This is an optimization exercise on Yosys and OpenROAD, whose aim is small area, not a production implementation.
Where RTL was checked, it was by simulation tests only, not by an equivalence proof against the original.

job 9455:
==> flow/design.v (excerpt) <==
module lif_neuron (
    input  wire        clk,
    input  wire        rst,
    input  wire [15:0] threshold,
    input  wire [15:0] leak_rate,
    input  wire [7:0]  refractory,
    input  wire        leaky_enable,
    input  wire        reset_on_spike,
    input  wire [15:0] input_neuron_id,
    input  wire [7:0]  synapse_weight,
    input  wire        spike_in_valid,
    output wire        spike_in_ready,
    output reg  [15:0] output_neuron_id,
    output reg         spike_out_valid,
    input  wire        spike_out_ready,
    input  wire [15:0] neuron_id,
    output reg  [15:0] membrane_potential,
    output wire        in_refractory,
    output reg  [7:0]  refract_counter
);
    localparam S_IDLE = 2'd0, S_INT = 2'd1, S_SPK = 2'd2, S_REF = 2'd3;
    reg  [1:0] state;
    wire [15:0] m = membrane_potential;
    wire [7:0]  cnt = refract_counter;
    wire is_ref  = |cnt;
    wire st_idle = (state == S_IDLE);
    wire st_int  = (state == S_INT);
    wire st_spk  = (state == S_SPK);
    wire fire  = st_spk & spike_out_ready;          
    wire leak  = st_idle & leaky_enable;            
    wire nleak = ~leak;
    wire [15:0] nt = ~threshold;
    wire [16:0] gc;
  ...
export LEC_CHECK = 0
export CAP_MARGIN = 10
export CORE_MARGIN = 2
export CORE_UTILIZATION = 40
export GPL_TIMING_DRIVEN = 0
export SLEW_MARGIN = 10
export SYNTH_HIERARCHICAL = 1
export SYNTH_MINIMUM_KEEP_SIZE = 0
create_clock -name core_clock -period 14.0 [get_ports {clk}]
standard.sh (not shown) runs the stock make flow with config.mk's settings and CLKGATE_MAP_FILE= SYNTH_SCRIPT=/design/flow/synth_recipe.tcl, a recipe that flattens the netlist after the stock synthesis.
==> flow/flow/run.sh <==
#!/bin/bash
# Standard ORFS layout (the standard.sh: standard synthesis, floorplan,
# placement, CTS, routing) with these changes:
# - after floorplan, flow/downsize.tcl sets combinational cells that synthesis
#   upsized back to drive strength 1 (repair steps size up what needs it);
# - the buffers that buffer_ports puts on every input and output port are the
#   smallest plain buffer (sky130_fd_sc_hd__buf_1) instead of the cell the
#   resizer picks by default;
# - clock tree synthesis uses clkbuf_8 buffers and no dummy loads;
# - synthesis (ABC) buffers are removed at floorplan (REMOVE_ABC_BUFFERS);
# make's whole output goes to make_finish.log; each ORFS step keeps its own
# log under orfs/logs/.
set -euo pipefail
cd "$(dirname "$0")/.."
bash standard.sh \
  "POST_FLOORPLAN_TCL=$PWD/flow/downsize.tcl" \
  "BUFFER_PORTS_ARGS=-buffer_cell sky130_fd_sc_hd__buf_1" \
  "CTS_ARGS=-sink_clustering_enable -repair_clock_nets -dont_use_dummy_load -buf_list sky130_fd_sc_hd__clkbuf_8" \
  "REMOVE_ABC_BUFFERS=1" \
  finish > make_finish.log 2>&1
==> flow/flow/downsize.tcl <==
# Sourced by ORFS at the end of floorplan (POST_FLOORPLAN_TCL).  Synthesis
# (ABC) maps small helper modules on their own and often picks a larger drive
# strength than the layout needs; set every combinational cell that has a
# size-1 variant of the same function back to size 1.  The later repair steps
# (repair_design, repair_timing) size cells up again where timing, slew or
# capacitance need it.  Flip-flops and clock cells are left alone.
set db [ord::get_db]
set block [ord::get_db_block]
set swapped 0
foreach inst [$block getInsts] {
  set master [$inst getMaster]
  set name [$master getName]
  if {![regexp {^(sky130_fd_sc_hd__[a-z0-9]+)_([0-9]+)$} $name -> base size]} { continue }
  if {$size <= 1} { continue }
  if {[regexp {__(df|sdf|edf|dl|clk|dly|conb|tap|fill|decap|diode)} $base]} { continue }
  set small [$db findMaster ${base}_1]
  if {$small eq "NULL" || $small eq ""} { continue }
  if {[$small getWidth] >= [$master getWidth]} { continue }
  $inst swapMaster $small
  incr swapped
}
puts "downsize.tcl: $swapped cells set to drive strength 1"
Job 9455 went all the way through synthesis, placement and routing and the layout is clean on timing, DRC and antenna.
What job 5408 does differently from job 9455 at the input level:
diff --git a/flow/config.mk b/flow/config.mk
--- a/flow/config.mk
+++ b/flow/config.mk
@@ -7,3 +7,3 @@
 export LEC_CHECK = 0
-export CAP_MARGIN = 10
+export CAP_MARGIN = 5
 export CORE_MARGIN = 2
@@ -11,3 +11,3 @@
 export GPL_TIMING_DRIVEN = 0
-export SLEW_MARGIN = 10
+export SLEW_MARGIN = 5
 export SYNTH_HIERARCHICAL = 1
### Flow results
Via-per-instance ratio up 1.7% in job 5408 wrt job 9455. Reported for job 5408 and job 9455, number of buffers outside the clock class in the layout turned out identical to the last digit. From job 9455 to job 5408 the numbers moved as follows: global-route usage neither gained nor lost much, minimum hold slack saw little to no change, final cell area excluding filler cells held steady, maximum achievable frequency closely matched the old numbers. Job 5408 vs. job 9455: synthesized instance count comparable; share of the cycle needed by the critical path after routing comparable. Job 5408 completed; timing, DRC and antenna clean.

## red
lif_neuron, a different RTL version from the one above (not shown whole).
For scale: roughly 710 cells after synthesis, about 43 flip-flops, ~130 I/O pins.
clock: 14.0 ns
lec_check: 0
cap_margin: 20
core_margin: 2
core_utilization: 40
gpl_timing_driven: 0
slew_margin: 20
synth_hierarchical: 1
synth_minimum_keep_size: 0
==> flow/flow/run.sh <==
#!/bin/bash
# Standard ORFS layout (the standard.sh: standard synthesis, floorplan,
# placement, CTS, routing) with these changes:
# - after floorplan, flow/downsize.tcl sets combinational cells that synthesis
#   upsized back to drive strength 1 (repair steps size up what needs it);
# - the buffers that buffer_ports puts on every input and output port are the
#   smallest plain buffer (sky130_fd_sc_hd__buf_1) instead of the cell the
#   resizer picks by default;
# - clock tree synthesis uses clkbuf_8 buffers and no dummy loads;
# - synthesis (ABC) buffers are removed at floorplan (REMOVE_ABC_BUFFERS);
# - after global routing, repair_timing -recover_power downsizes gates that
#   have timing slack to spare.
# make's whole output goes to make_finish.log; each ORFS step keeps its own
# log under orfs/logs/.
set -euo pipefail
cd "$(dirname "$0")/.."
bash standard.sh \
  "POST_FLOORPLAN_TCL=$PWD/flow/downsize.tcl" \
  "BUFFER_PORTS_ARGS=-buffer_cell sky130_fd_sc_hd__buf_1" \
  "CTS_ARGS=-sink_clustering_enable -repair_clock_nets -dont_use_dummy_load -buf_list sky130_fd_sc_hd__clkbuf_8" \
  "RECOVER_POWER=100" \
  "REMOVE_ABC_BUFFERS=1" \
  finish > make_finish.log 2>&1
Scripts as last shown in full above: flow/flow/downsize.tcl
The flow completed for red, but it is not clean: the layout still shows max-capacitance violations, max-slew violations.
Here is what was changed in the inputs of blue compared with red.
Settings: SLEW_MARGIN: 20 -> 5; CAP_MARGIN: 20 -> 5.
diff --git a/flow/flow/run.sh b/flow/flow/run.sh
--- a/flow/flow/run.sh
+++ b/flow/flow/run.sh
@@ -7,8 +7,6 @@
 #   smallest plain buffer (sky130_fd_sc_hd__buf_1) instead of the cell the
 #   resizer picks by default;
-# - clock tree synthesis uses clkbuf_8 buffers and no dummy loads;
+# - clock tree synthesis uses clkbuf_4 and clkbuf_8 buffers and no dummy loads;
 # - synthesis (ABC) buffers are removed at floorplan (REMOVE_ABC_BUFFERS);
-# - after global routing, repair_timing -recover_power downsizes gates that
-#   have timing slack to spare.
 # make's whole output goes to make_finish.log; each ORFS step keeps its own
 # log under orfs/logs/.
@@ -18,6 +16,5 @@
   "POST_FLOORPLAN_TCL=$PWD/flow/downsize.tcl" \
   "BUFFER_PORTS_ARGS=-buffer_cell sky130_fd_sc_hd__buf_1" \
-  "CTS_ARGS=-sink_clustering_enable -repair_clock_nets -dont_use_dummy_load -buf_list sky130_fd_sc_hd__clkbuf_8" \
-  "RECOVER_POWER=100" \
+  "CTS_ARGS=-sink_clustering_enable -repair_clock_nets -dont_use_dummy_load -buf_list sky130_fd_sc_hd__clkbuf_4 sky130_fd_sc_hd__clkbuf_8" \
   "REMOVE_ABC_BUFFERS=1" \
   finish > make_finish.log 2>&1
### Flow results
- The remaining runs in blue and red completed every stage, whereas blue halted early.
- Status: blue FAILED at clock tree synthesis (tool error)
- blue vs. red: count of flip-flops with a built-in enable after synthesis roughly the same, area share of fa/ha/maj cells after synthesis essentially unchanged.
- Per the comparison of blue with red, number of instances in the synthesized netlist shows no meaningful change; detailed placer's ending HPWL went down by 1.3%; global placement routability congestion saw little to no change; post-placement cell count now smaller; pre-CTS setup slack went down by 0.039 ns.
The inputs of green differ from those of blue as listed below.
diff --git a/flow/flow/run.sh b/flow/flow/run.sh
--- a/flow/flow/run.sh
+++ b/flow/flow/run.sh
@@ -7,5 +7,5 @@
 #   smallest plain buffer (sky130_fd_sc_hd__buf_1) instead of the cell the
 #   resizer picks by default;
-# - clock tree synthesis uses clkbuf_4 and clkbuf_8 buffers and no dummy loads;
+# - clock tree synthesis uses clkbuf_8 buffers and no dummy loads;
 # - synthesis (ABC) buffers are removed at floorplan (REMOVE_ABC_BUFFERS);
 # make's whole output goes to make_finish.log; each ORFS step keeps its own
@@ -16,5 +16,5 @@
   "POST_FLOORPLAN_TCL=$PWD/flow/downsize.tcl" \
   "BUFFER_PORTS_ARGS=-buffer_cell sky130_fd_sc_hd__buf_1" \
-  "CTS_ARGS=-sink_clustering_enable -repair_clock_nets -dont_use_dummy_load -buf_list sky130_fd_sc_hd__clkbuf_4 sky130_fd_sc_hd__clkbuf_8" \
+  "CTS_ARGS=-sink_clustering_enable -repair_clock_nets -dont_use_dummy_load -buf_list sky130_fd_sc_hd__clkbuf_8" \
   "REMOVE_ABC_BUFFERS=1" \
   finish > make_finish.log 2>&1
==> results.txt <==
The final layout from green, which completed every stage, passed the timing, DRC and antenna checks at the end of the flow. Taking blue as the reference, in green HPWL after detailed placement was more or less identical, starting utilization of the core area stayed essentially flat, post-synthesis instance area level, number of I/O pins has remained practically unchanged, post-synthesis compound-gate area fraction neither gained nor lost much. Minimum setup slack after placement essentially unchanged between blue and green. From green to blue, adder-cell share of the synthesized area did not move at all. Row count: blue vs green identical.
The inputs of orange differ from those of green as listed below.
Settings: SLEW_MARGIN: 5 -> 20; CAP_MARGIN: 5 -> 20.
### Flow results
orange vs. green: clock skew decreased by 0.0041 ns relative to the old numbers; global-route wire length before repair went down; worst slack after detailed placement went up by 0.039 ns; non-clock buffer count increased about 6%. Compared to green, the router laid down less metal wire for orange. The count of filler cells inserted in the layout of orange falls short of that of green by 48. Compared with green, orange shows synthesis-to-finish area growth higher by 1.8 points. On number of distinct library cell variants in the gate-level netlist after synthesis, orange and green are basically level.
Inputs modified between orange and purple:
Settings: changing SLEW_MARGIN from 20 to 0; changing CAP_MARGIN from 20 to 0.
- On clock insertion delay at the later pin of the skew report, orange and purple are neck and neck.
- Compared with orange, purple shows a count of plain and timing-repair buffers that is 6 lower.
- purple vs. orange: detailed-route wire length on metal 1 went down by 1.3%, detailed-route via count down 72, sequential portion of the cell area picked up an extra 0.21 points, clock period minus worst slack shrank by 0.014 ns.

lif_neuron, a different RTL version from the one above (not shown whole).
Size: ~670 cells after synthesis, about 43 flip-flops, roughly 130 I/O pins, roughly 7700 µm² of cells after synthesis.
==> flow/design.v (excerpt) <==
module lif_neuron (
    input  wire        clk,
    input  wire        rst,
    input  wire [15:0] threshold,
    input  wire [15:0] leak_rate,
    input  wire [7:0]  refractory,
    input  wire        leaky_enable,
    input  wire        reset_on_spike,
    input  wire [15:0] input_neuron_id,
    input  wire [7:0]  synapse_weight,
    input  wire        spike_in_valid,
    output wire        spike_in_ready,
    output reg  [15:0] output_neuron_id,
    output reg         spike_out_valid,
    input  wire        spike_out_ready,
    input  wire [15:0] neuron_id,
    output reg  [15:0] membrane_potential,
    output wire        in_refractory,
    output reg  [7:0]  refract_counter
);
    localparam S_IDLE = 2'd0, S_INT = 2'd1, S_SPK = 2'd2, S_REF = 2'd3;
    reg  [1:0] state;
    wire [15:0] m = membrane_potential;
    wire [7:0]  cnt = refract_counter;
    wire is_ref  = |cnt;
    wire st_idle = (state == S_IDLE);
    wire st_int  = (state == S_INT);
    wire st_spk  = (state == S_SPK);
    wire fire  = st_spk & spike_out_ready;          
    wire leak  = st_idle & leaky_enable;            
    wire nleak = ~leak;
    wire [15:0] nt = ~threshold;
    wire [16:0] gc;
    assign gc[0] = 1'b1;
    genvar gi;
    generate
        for (gi = 0; gi < 15; gi = gi + 1) begin : g_cmp
            lif_maj u_cmp (.a(m[gi]), .b(nt[gi]), .c(gc[gi]), .y(gc[gi + 1]));
        end
    endgenerate
    assign gc[16] = (~m[15] & threshold[15]) | (~m[15] & gc[15]) | (threshold[15] & gc[15]);
    wire ge = gc[16];
    wire take = st_int & ge;                        
    wire [14:0] xa, xb;
    wire nc;
  ...
Settings: LEC_CHECK=0, CAP_MARGIN=2, CORE_MARGIN=2, CORE_UTILIZATION=55, GPL_TIMING_DRIVEN=0, PLACE_DENSITY=0.75, SLEW_MARGIN=2, SYNTH_HIERARCHICAL=1, SYNTH_MINIMUM_KEEP_SIZE=0; clock period 14.0 ns.
==> flow/flow/run.sh <==
#!/bin/bash
# Standard ORFS layout (the standard.sh: standard synthesis, floorplan,
# placement, CTS, routing) with these changes:
# - after floorplan, flow/downsize.tcl sets combinational cells that synthesis
#   upsized back to drive strength 1 (repair steps size up what needs it);
# - the buffers that buffer_ports puts on every input and output port are the
#   smallest plain buffer (sky130_fd_sc_hd__buf_1) instead of the cell the
#   resizer picks by default;
# - clock tree synthesis uses clkbuf_8 buffers and no dummy loads;
# - synthesis (ABC) buffers are removed at floorplan (REMOVE_ABC_BUFFERS);
# make's whole output goes to make_finish.log; each ORFS step keeps its own
# log under orfs/logs/.
set -euo pipefail
cd "$(dirname "$0")/.."
bash standard.sh \
  "POST_FLOORPLAN_TCL=$PWD/flow/downsize.tcl" \
  "BUFFER_PORTS_ARGS=-buffer_cell sky130_fd_sc_hd__buf_1" \
  "CTS_ARGS=-sink_clustering_enable -repair_clock_nets -dont_use_dummy_load -buf_list sky130_fd_sc_hd__clkbuf_8" \
  "REMOVE_ABC_BUFFERS=1" \
  finish > make_finish.log 2>&1
Scripts as last shown in full above: flow/flow/downsize.tcl
The starting point completed without violations.
Next try:
CAP_MARGIN = 5   (was 2)
SLEW_MARGIN = 5   (was 2)
Outcome: Cell area stays flat; non-clock buffer count came out higher by 1; wire length rose by 0.47%; worst setup slack stays flat; register-to-register slack is better by 0.06 ns; clock skew barely changes.
Next try:
CORE_UTILIZATION = 50   (was 55)
PLACE_DENSITY = 0.8   (was 0.75)
Effect: The changed run finished clean. Register-to-register slack gains 0.04 ns. Via count went up by 2.6%. Synthesized area stays the same. Sequential cell count does not change. Routed wire length grows by 1.9%. Synthesized cell count is unchanged.

Setup of main:
Another version of the RTL of lif_neuron (not shown whole).
For scale: roughly 43 flip-flops.
Settings: LEC_CHECK=0, CAP_MARGIN=5, CORE_MARGIN=2, CORE_UTILIZATION=40, GPL_TIMING_DRIVEN=0, SLEW_MARGIN=5, SYNTH_HIERARCHICAL=1, SYNTH_MINIMUM_KEEP_SIZE=0; clock period 14.0 ns.
Scripts as last shown in full above: flow/flow/run.sh, flow/flow/downsize.tcl
main finished every step from synthesis to the final layout, and the layout passed the timing, DRC and antenna checks.
The following lists how the feature branch was set up differently from main:
Settings: swapping 5 for 20 in SLEW_MARGIN; swapping 5 for 20 in CAP_MARGIN.
Findings:
Going from main to the feature branch, number of global-route vias before repair shrank slightly. Compared to main, the feature branch has final cycle utilization of the critical path 0.21 points higher. Looking at main and the feature branch, the maximum frequency is a wash. Between main and the feature branch, the via count is higher for the feature branch. Diff the feature branch..main | number of sequential storage elements | negligible. Wire length of the first global-routing pass, main and the feature branch, lower one = the feature branch. On final area, main tracks the feature branch almost exactly. Looking at main and the feature branch, the met3 routing resource usage after global routing is a wash. On area growth from synthesis to layout, the feature branch tracks main almost exactly.
No run of this note included a check of the RTL's function; only the layout flow was run.

Another version of the RTL of lif_neuron (not shown whole).
Size in the first run: roughly 750 cells after synthesis, about 43 flip-flops, ~0.0081 mm^2 of cells after synthesis.
Design lif_neuron, start of the top module:
module lif_neuron (
    input  wire        clk,
    input  wire        rst,
    input  wire [15:0] threshold,
    input  wire [15:0] leak_rate,
    input  wire [7:0]  refractory,
    input  wire        leaky_enable,
    input  wire        reset_on_spike,
    input  wire [15:0] input_neuron_id,
    input  wire [7:0]  synapse_weight,
    input  wire        spike_in_valid,
    output wire        spike_in_ready,
    output reg  [15:0] output_neuron_id,
    output reg         spike_out_valid,
    input  wire        spike_out_ready,
    input  wire [15:0] neuron_id,
    output reg  [15:0] membrane_potential,
    output wire        in_refractory,
    output reg  [7:0]  refract_counter
);
    localparam S_IDLE = 2'd0, S_INT = 2'd1, S_SPK = 2'd2, S_REF = 2'd3;
    reg  [1:0] state;
    wire [15:0] m = membrane_potential;
    wire [7:0]  cnt = refract_counter;
    wire is_ref  = |cnt;
    wire st_idle = (state == S_IDLE);
    wire st_int  = (state == S_INT);
    wire st_spk  = (state == S_SPK);
    wire fire = st_spk & spike_out_ready;           
    wire nfire = ~fire;
    wire leak = st_idle & leaky_enable;
    wire [16:0] gc;
    assign gc[0] = 1'b1;
    genvar gi;
    generate
        for (gi = 0; gi < 15; gi = gi + 1) begin : g_cmp
            assign gc[gi + 1] = (m[gi] & ~threshold[gi]) | (m[gi] & gc[gi]) | (~threshold[gi] & gc[gi]);
        end
  ...
Settings: LEC_CHECK=0, CAP_MARGIN=20, CORE_MARGIN=2, CORE_UTILIZATION=40, GPL_TIMING_DRIVEN=0, SLEW_MARGIN=20, SYNTH_HIERARCHICAL=1, SYNTH_MINIMUM_KEEP_SIZE=0; clock period 14.0 ns.
==> flow/flow/run.sh <==
#!/bin/bash
# Standard ORFS layout (the standard.sh: standard synthesis, floorplan,
# placement, CTS, routing) with two changes:
# - the buffers that buffer_ports puts on every input and output port are the
#   smallest plain buffer (sky130_fd_sc_hd__buf_1) instead of the cell the
#   resizer picks by default;
# - clock tree synthesis uses clkbuf_8 buffers and no dummy loads.
set -euo pipefail
cd "$(dirname "$0")/.."
bash standard.sh \
  "BUFFER_PORTS_ARGS=-buffer_cell sky130_fd_sc_hd__buf_1" \
  "CTS_ARGS=-sink_clustering_enable -repair_clock_nets -dont_use_dummy_load -buf_list sky130_fd_sc_hd__clkbuf_8" \
  finish > make_finish.log 2>&1
The starting point completed with no timing, DRC or antenna violations.
Next try:
--- a/flow/flow/run.sh
+++ b/flow/flow/run.sh
@@ -7 +7 @@
-# - clock tree synthesis uses clkbuf_8 buffers and no dummy loads.
+# - clock tree synthesis uses small clock buffers and no dummy loads.
@@ -12 +12 @@
-  "CTS_ARGS=-sink_clustering_enable -repair_clock_nets -dont_use_dummy_load -buf_list sky130_fd_sc_hd__clkbuf_8" \
+  "CTS_ARGS=-sink_clustering_enable -repair_clock_nets -dont_use_dummy_load -buf_list sky130_fd_sc_hd__clkbuf_4 -root_buf sky130_fd_sc_hd__clkbuf_8" \
Effect: Critical path depth stays the same; global-route usage stays the same; synthesized cell count is unchanged; first-iteration DRC count stays the same.
Function was not checked in any run of this note: the RTL went through the layout flow alone.

## what the ideal ports hide
No port has a modelled driver above. Below, the same layouts with a new extraction and two added sets of constraints.
Step 1 sets driving cells, clkbuf_16 on the clock port and buf_2 on the other inputs (assumed; they add their load-dependent delay and slew).
Step 2 moves the port delays by t, midway between the first and last clock arrival at a register: inputs arrive t later, outputs are due t later. That takes back most of the time a late clock gives input paths.
a / b / c = ideal / step 1 / step 2; a / b = the first two.
run	shift t [ns]	setup WS [ns]	worst setup path at the end	clock arrival spread, ns	worst data-port slew with drivers (ns)
job 9455	0.310	0.897 / 0.895 / 0.585	input to register	0.009 / 0.010	0.05
job 5408	0.310	0.908 / 0.908 / 0.598	input to register	0.017 / 0.017	0.05
red	0.326	0.690 / 0.694 / 0.368	input to register	0.022 / 0.021	0.05
green	0.322	0.677 / 0.681 / 0.359	input to register	0.025 / 0.025	0.05
orange	0.326	0.723 / 0.727 / 0.401	input to register	0.022 / 0.021	0.05
purple	0.321	0.737 / 0.720 / 0.399	input to register	0.030 / 0.030	0.04
the first run of note 3	0.340	0.735 / 0.743 / 0.403	input to register	0.024 / 0.024	0.04
the second run of note 3	0.338	0.733 / 0.742 / 0.404	input to register	0.026 / 0.026	0.04
the third run of note 3	0.318	0.859 / 0.846 / 0.528	input to register	0.019 / 0.020	0.04
main	0.312	0.995 / 0.998 / 0.686	input to register	0.027 / 0.028	0.06
the feature branch	0.311	0.965 / 0.962 / 0.651	input to register	0.039 / 0.039	0.06
the first run of note 5	0.331	0.689 / 0.699 / 0.368	input to register	0.008 / 0.008	0.05
the second run of note 5	0.331	0.689 / 0.699 / 0.368	input to register	0.008 / 0.008	0.05
The setup slack of purple, which loses most, moves by -0.017 ns with the drivers and by -0.338 ns with both steps.
